This design comes from an exercise in tuning for small area, a short achievable clock period and few clock cycles per item on the open sky130 flow, not from production work. At most, simulation tests tie the RTL to the original design; equivalence was not proved. No activity file was given, so power comes from the tool's default toggle rates.

## before
==> flow/design.v <==
`timescale 1 ns / 100 ps
module register_file (we, wd, regs_flat, clk);
  input clk;
  input [15:0] we;
  input [15:0] wd;
  output [255:0] regs_flat;
  reg [15:0] regs [0:15];
  integer j;
  always @(posedge clk)
    for (j = 0; j < 16; j = j + 1)
      if (we[j]) regs[j] <= wd;
  genvar k;
  generate for (k = 0; k < 16; k = k + 1) begin : g
    assign regs_flat[16*k +: 16] = regs[k];
  end endgenerate
endmodule
module addk (x, add1, add4, sub3, y);
  input [15:0] x;
  input add1, add4, sub3;
  output [15:0] y;
  wire a01 = x[1] & x[0];
  wire lo = add1 | sub3;             
  assign y[0] = x[0] ^ lo;
  assign y[1] = x[1] ^ (lo & x[0]);
  wire up = (add1 & a01) | add4;     
  wire dn = sub3 & ~a01;             
  genvar i;
  generate for (i = 2; i < 16; i = i + 1) begin : g
    wire p, z;
    if (i == 2) begin
      assign p = 1'b1; assign z = 1'b1;
    end else begin
      assign p = &x[i-1:2];
      assign z = ~|x[i-1:2];
    end
    assign y[i] = x[i] ^ ((up & p) | (dn & z));
  end endgenerate
endmodule
`timescale 1 ns / 100 ps
module ee457_lab7_P3 (CLK,RSTB,IMEM_ADDR,IMEM_DATA,WB_WRITE,WB_RA,WB_RD);
input CLK,RSTB;
output [5:0] IMEM_ADDR;
input [31:0] IMEM_DATA;
output reg WB_WRITE;
output reg [3:0] WB_RA;
output reg [15:0] WB_RD;
reg [15:0] wb_we;
wire [255:0] regs_flat;
register_file RF (.we(wb_we), .wd(WB_RD), .regs_flat(regs_flat), .clk(CLK));
function [15:0] init_val(input integer k);
  init_val = (k == 15) ? 16'hffff : (k == 14) ? 16'hfff8 : (16'h0001 << k);
endfunction
reg [5:0] pc;
assign IMEM_ADDR = pc;
always @(posedge CLK, negedge RSTB)
  if (!RSTB) pc <= 6'd0;
  else pc <= pc + 6'd1;
reg id_v, ex_v;
reg [3:0] id_rd, ex_rd;
wire [3:0] if_rx = IMEM_DATA[3:0];
wire [15:0] if_sel = 16'h0001 << if_rx;
reg [15:0] written;
wire [15:0] ex_dec = ex_v ? (16'h0001 << ex_rd) : 16'h0000;
always @(posedge CLK, negedge RSTB)
  if (!RSTB) written <= 16'h0000;
  else written <= written | ex_dec;
wire if_hz  = id_v && id_rd == if_rx;             
wire if_byp = ex_v && ex_rd == if_rx && !if_hz;   
wire if_use = written[if_rx];
wire if_rf  = !if_hz && !if_byp;
reg id_add1, id_add4, id_sub3;
reg id_hz, id_byp, id_init;
reg [15:0] id_sel;    
reg [3:0] id_rx;
always @(posedge CLK, negedge RSTB)
  if (!RSTB) id_v <= 1'b0;
  else id_v <= |IMEM_DATA[31:28];
always @(posedge CLK) begin
  id_add1 <= IMEM_DATA[28];
  id_add4 <= IMEM_DATA[29];
  id_sub3 <= IMEM_DATA[30];
  id_rd   <= IMEM_DATA[7:4];
  id_rx   <= if_rx;
  id_hz   <= if_hz;
  id_byp  <= if_byp;
  id_init <= if_rf && !if_use;
  id_sel  <= if_sel & written & {16{if_rf}};
end
reg [15:0] rd_val;
integer k;
always @* begin
  rd_val = 16'h0000;
  for (k = 0; k < 16; k = k + 1)
    rd_val = rd_val | ({16{id_sel[k]}} & regs_flat[16*k +: 16]);
end
wire [15:0] ex_y;
wire [15:0] id_x = ({16{id_hz}} & ex_y) | ({16{id_byp}} & WB_RD) | rd_val
                 | ({16{id_init}} & init_val(id_rx));
reg ex_add1, ex_add4, ex_sub3;
reg [15:0] ex_a;
always @(posedge CLK, negedge RSTB)
  if (!RSTB) ex_v <= 1'b0;
  else ex_v <= id_v;
always @(posedge CLK) begin
  ex_a    <= id_x;
  ex_add1 <= id_add1; ex_add4 <= id_add4; ex_sub3 <= id_sub3;
  ex_rd   <= id_rd;
end
addk AK (.x(ex_a), .add1(ex_add1), .add4(ex_add4), .sub3(ex_sub3), .y(ex_y));
always @(posedge CLK, negedge RSTB)
  if (!RSTB) WB_WRITE <= 1'b0;
  else WB_WRITE <= ex_v;
always @(posedge CLK) begin
  WB_RD <= ex_y;
  WB_RA <= ex_rd;
  wb_we <= ex_dec;    
end
endmodule
export LEC_CHECK = 0
export ABC_CLOCK_PERIOD_IN_PS = 1500
export CAP_MARGIN = 20
export CORE_MARGIN = 2
export CORE_UTILIZATION = 65
export CTS_CLUSTER_DIAMETER = 80
export CTS_CLUSTER_SIZE = 25
export SETUP_SLACK_MARGIN = 1.4
export SLEW_MARGIN = 20
create_clock -name core_clock -period 3.0 [get_ports {CLK}]
standard.sh (not shown) runs the stock make flow with config.mk's settings and CLKGATE_MAP_FILE= SYNTH_SCRIPT=/design/flow/synth_recipe.tcl, a recipe that flattens the netlist after the stock synthesis.
==> flow/flow/run.sh <==
#!/bin/bash
# Layout flow: the standard ORFS flow (standard.sh) with these changes:
#  - ADDER_MAP_FILE empty: Yosys does not extract half/full adder cells, so
#    ABC maps all the combinational logic (registers are unchanged);
#  - DONT_USE_CELLS: the platform's list plus the slow 3/4-input OR/NOR
#    cells listed in flow/dont_use_extra.txt;
#  - MATCH_CELL_FOOTPRINT=0: timing repair may resize a gate to any cell of
#    the same function, not only one of the same footprint.
# The make output goes to run_make.log in this folder; ORFS's own per-step
# logs are under orfs/logs/.
set -uo pipefail
here=$(cd "$(dirname "$0")" && pwd)
base="$(grep -o 'sky130_fd_sc_hd__[a-z0-9_]*' "$FLOW_HOME/platforms/sky130hd/config.mk" | grep -e probe -e lpflow | tr '\n' ' ')"
extra="$(tr '\n' ' ' < "$here/dont_use_extra.txt")"
bash standard.sh ADDER_MAP_FILE= MATCH_CELL_FOOTPRINT=0 "DONT_USE_CELLS=$base $extra" finish > run_make.log 2>&1
status=$?
tail -n 40 run_make.log
exit $status
==> flow/flow/dont_use_extra.txt <==
sky130_fd_sc_hd__or4_1
sky130_fd_sc_hd__or4_2
sky130_fd_sc_hd__or4_4
sky130_fd_sc_hd__or4b_1
sky130_fd_sc_hd__or4b_2
sky130_fd_sc_hd__or4b_4
sky130_fd_sc_hd__or4bb_1
sky130_fd_sc_hd__or4bb_2
sky130_fd_sc_hd__or4bb_4
sky130_fd_sc_hd__nor4_1
sky130_fd_sc_hd__nor4_2
sky130_fd_sc_hd__nor4_4
sky130_fd_sc_hd__nor4b_1
sky130_fd_sc_hd__nor4b_2
sky130_fd_sc_hd__nor4b_4
sky130_fd_sc_hd__nor4bb_1
sky130_fd_sc_hd__nor4bb_2
sky130_fd_sc_hd__nor4bb_4
sky130_fd_sc_hd__or3_1
sky130_fd_sc_hd__or3_2
sky130_fd_sc_hd__or3_4
sky130_fd_sc_hd__or3b_1
sky130_fd_sc_hd__or3b_2
sky130_fd_sc_hd__or3b_4
Testbench counts of before, summed over its fixed seeds: cycles 12,384, instrs 11,636.
--- input diff before..after ---
-- flow/design.v --
<<< before, line 15
  end endgenerate
endmodule
module addk (x, add1, add4, sub3, y);
  input [15:0] x;
  input add1, add4, sub3;
  output [15:0] y;
  wire a01 = x[1] & x[0];
  wire lo = add1 | sub3;             
  assign y[0] = x[0] ^ lo;
  assign y[1] = x[1] ^ (lo & x[0]);
  wire up = (add1 & a01) | add4;     
  wire dn = sub3 & ~a01;             
>>> after, line 15
  end endgenerate
endmodule
module addk (x, add1, add4, sub3, t);
  input [15:0] x;
  input add1, add4, sub3;
  output [15:0] t;
  wire a01 = x[1] & x[0];
  wire lo = add1 | sub3;             
  assign t[0] = lo;
  assign t[1] = lo & x[0];
  wire up = (add1 & a01) | add4;     
  wire dn = sub3 & ~a01;             
<<< before, line 34
      assign z = ~|x[i-1:2];
    end
    assign y[i] = x[i] ^ ((up & p) | (dn & z));
  end endgenerate
endmodule
>>> after, line 34
      assign z = ~|x[i-1:2];
    end
    assign t[i] = (up & p) | (dn & z);
  end endgenerate
endmodule
<<< before, line 65
  if (!RSTB) written <= 16'h0000;
  else written <= written | ex_dec;
wire if_hz  = id_v && id_rd == if_rx;             
wire if_byp = ex_v && ex_rd == if_rx && !if_hz;   
wire if_use = written[if_rx];
wire if_rf  = !if_hz && !if_byp;
reg id_add1, id_add4, id_sub3;
reg id_hz, id_byp, id_init;
>>> after, line 65
  if (!RSTB) written <= 16'h0000;
  else written <= written | ex_dec;
wire [15:0] id_dec = id_v ? (16'h0001 << id_rd) : 16'h0000;
wire [15:0] k_rf   = written & ~id_dec & ~ex_dec;     
wire [15:0] k_init = ~written & ~id_dec & ~ex_dec;    
wire [15:0] k_byp  = ex_dec & ~id_dec;                
reg id_add1, id_add4, id_sub3;
reg id_hz, id_byp, id_init;
<<< before, line 82
  id_rd   <= IMEM_DATA[7:4];
  id_rx   <= if_rx;
  id_hz   <= if_hz;
  id_byp  <= if_byp;
  id_init <= if_rf && !if_use;
  id_sel  <= if_sel & written & {16{if_rf}};
end
reg [15:0] rd_val;
integer k;
>>> after, line 82
  id_rd   <= IMEM_DATA[7:4];
  id_rx   <= if_rx;
  id_hz   <= |(if_sel & id_dec);
  id_byp  <= |(if_sel & k_byp);
  id_init <= |(if_sel & k_init);
  id_sel  <= if_sel & k_rf;
end
reg [15:0] ex_a;
reg [15:0] rd_val;
integer k;
<<< before, line 94
    rd_val = rd_val | ({16{id_sel[k]}} & regs_flat[16*k +: 16]);
end
wire [15:0] ex_y;
wire [15:0] id_x = ({16{id_hz}} & ex_y) | ({16{id_byp}} & WB_RD) | rd_val
                 | ({16{id_init}} & init_val(id_rx));
reg ex_add1, ex_add4, ex_sub3;
reg [15:0] ex_a;
always @(posedge CLK, negedge RSTB)
  if (!RSTB) ex_v <= 1'b0;
>>> after, line 95
    rd_val = rd_val | ({16{id_sel[k]}} & regs_flat[16*k +: 16]);
end
wire [15:0] ex_t;
wire [15:0] id_x = ({16{id_hz}} & ex_a & ~ex_t) | ({16{id_hz}} & ~ex_a & ex_t)
                 | ({16{id_byp}} & WB_RD) | rd_val
                 | ({16{id_init}} & init_val(id_rx));
reg ex_add1, ex_add4, ex_sub3;
always @(posedge CLK, negedge RSTB)
  if (!RSTB) ex_v <= 1'b0;
<<< before, line 107
  ex_rd   <= id_rd;
end
addk AK (.x(ex_a), .add1(ex_add1), .add4(ex_add4), .sub3(ex_sub3), .y(ex_y));
always @(posedge CLK, negedge RSTB)
  if (!RSTB) WB_WRITE <= 1'b0;
  else WB_WRITE <= ex_v;
always @(posedge CLK) begin
  WB_RD <= ex_y;
  WB_RA <= ex_rd;
  wb_we <= ex_dec;    
>>> after, line 108
  ex_rd   <= id_rd;
end
addk AK (.x(ex_a), .add1(ex_add1), .add4(ex_add4), .sub3(ex_sub3), .t(ex_t));
always @(posedge CLK, negedge RSTB)
  if (!RSTB) WB_WRITE <= 1'b0;
  else WB_WRITE <= ex_v;
always @(posedge CLK) begin
  WB_RD <= ex_a ^ ex_t;
  WB_RA <= ex_rd;
  wb_we <= ex_dec;    
### Flow results
STATUS worst IR drop on VDD: after loses against before. Number of vias after detailed routing: after > before. | met3 demand-to-capacity share in global routing | after vs before | ≈ equal |. Looking at cell area reported after detailed placement, after sits about 3.7% above before. after vs before: clock skew down in after. after vs. before: overall power now larger, synthesized-area fraction occupied by ao, oa, aoi and oai cells now larger, average wire per standard cell now larger, fraction of layout cells with a size suffix above 1 now larger. NOTE: total non-filler cell area in the finished layout in after exceeds that of before. before leaves more setup margin than after. Delta (after minus before): die area higher; overall track demand over capacity in global routing higher.
Only the layout flow was run in after; the RTL was not checked for function there.

what the ideal ports hide:
In the flow no input, the clock included, has a driving cell. The finished layouts below were timed again as built, in two steps. Step 1 (the two cells are an assumption about what drives the block):
set clk [get_ports {CLK}]
set_driving_cell -lib_cell sky130_fd_sc_hd__clkbuf_16 $clk
set_driving_cell -lib_cell sky130_fd_sc_hd__buf_2 [delete_from_list [all_inputs] $clk]
Step 2, shift: input delay + t, output delay - t, t = (earliest + latest rising clock arrival at the registers) / 2. This alone moves slack from input paths to output paths. Three values: ideal ports, drivers, drivers and shift; two values: the first two.
run	t, ns	setup slack, ns	worst data-port slew with drivers (ns)
before	0.554	1.325 / 1.279 / 0.955	0.04
after	0.564	1.278 / 1.262 / 0.747	0.04
After both steps every run listed still meets setup and hold. The setup slack of after, which loses most, moves by -0.016 ns with the drivers and by -0.531 ns with both steps.
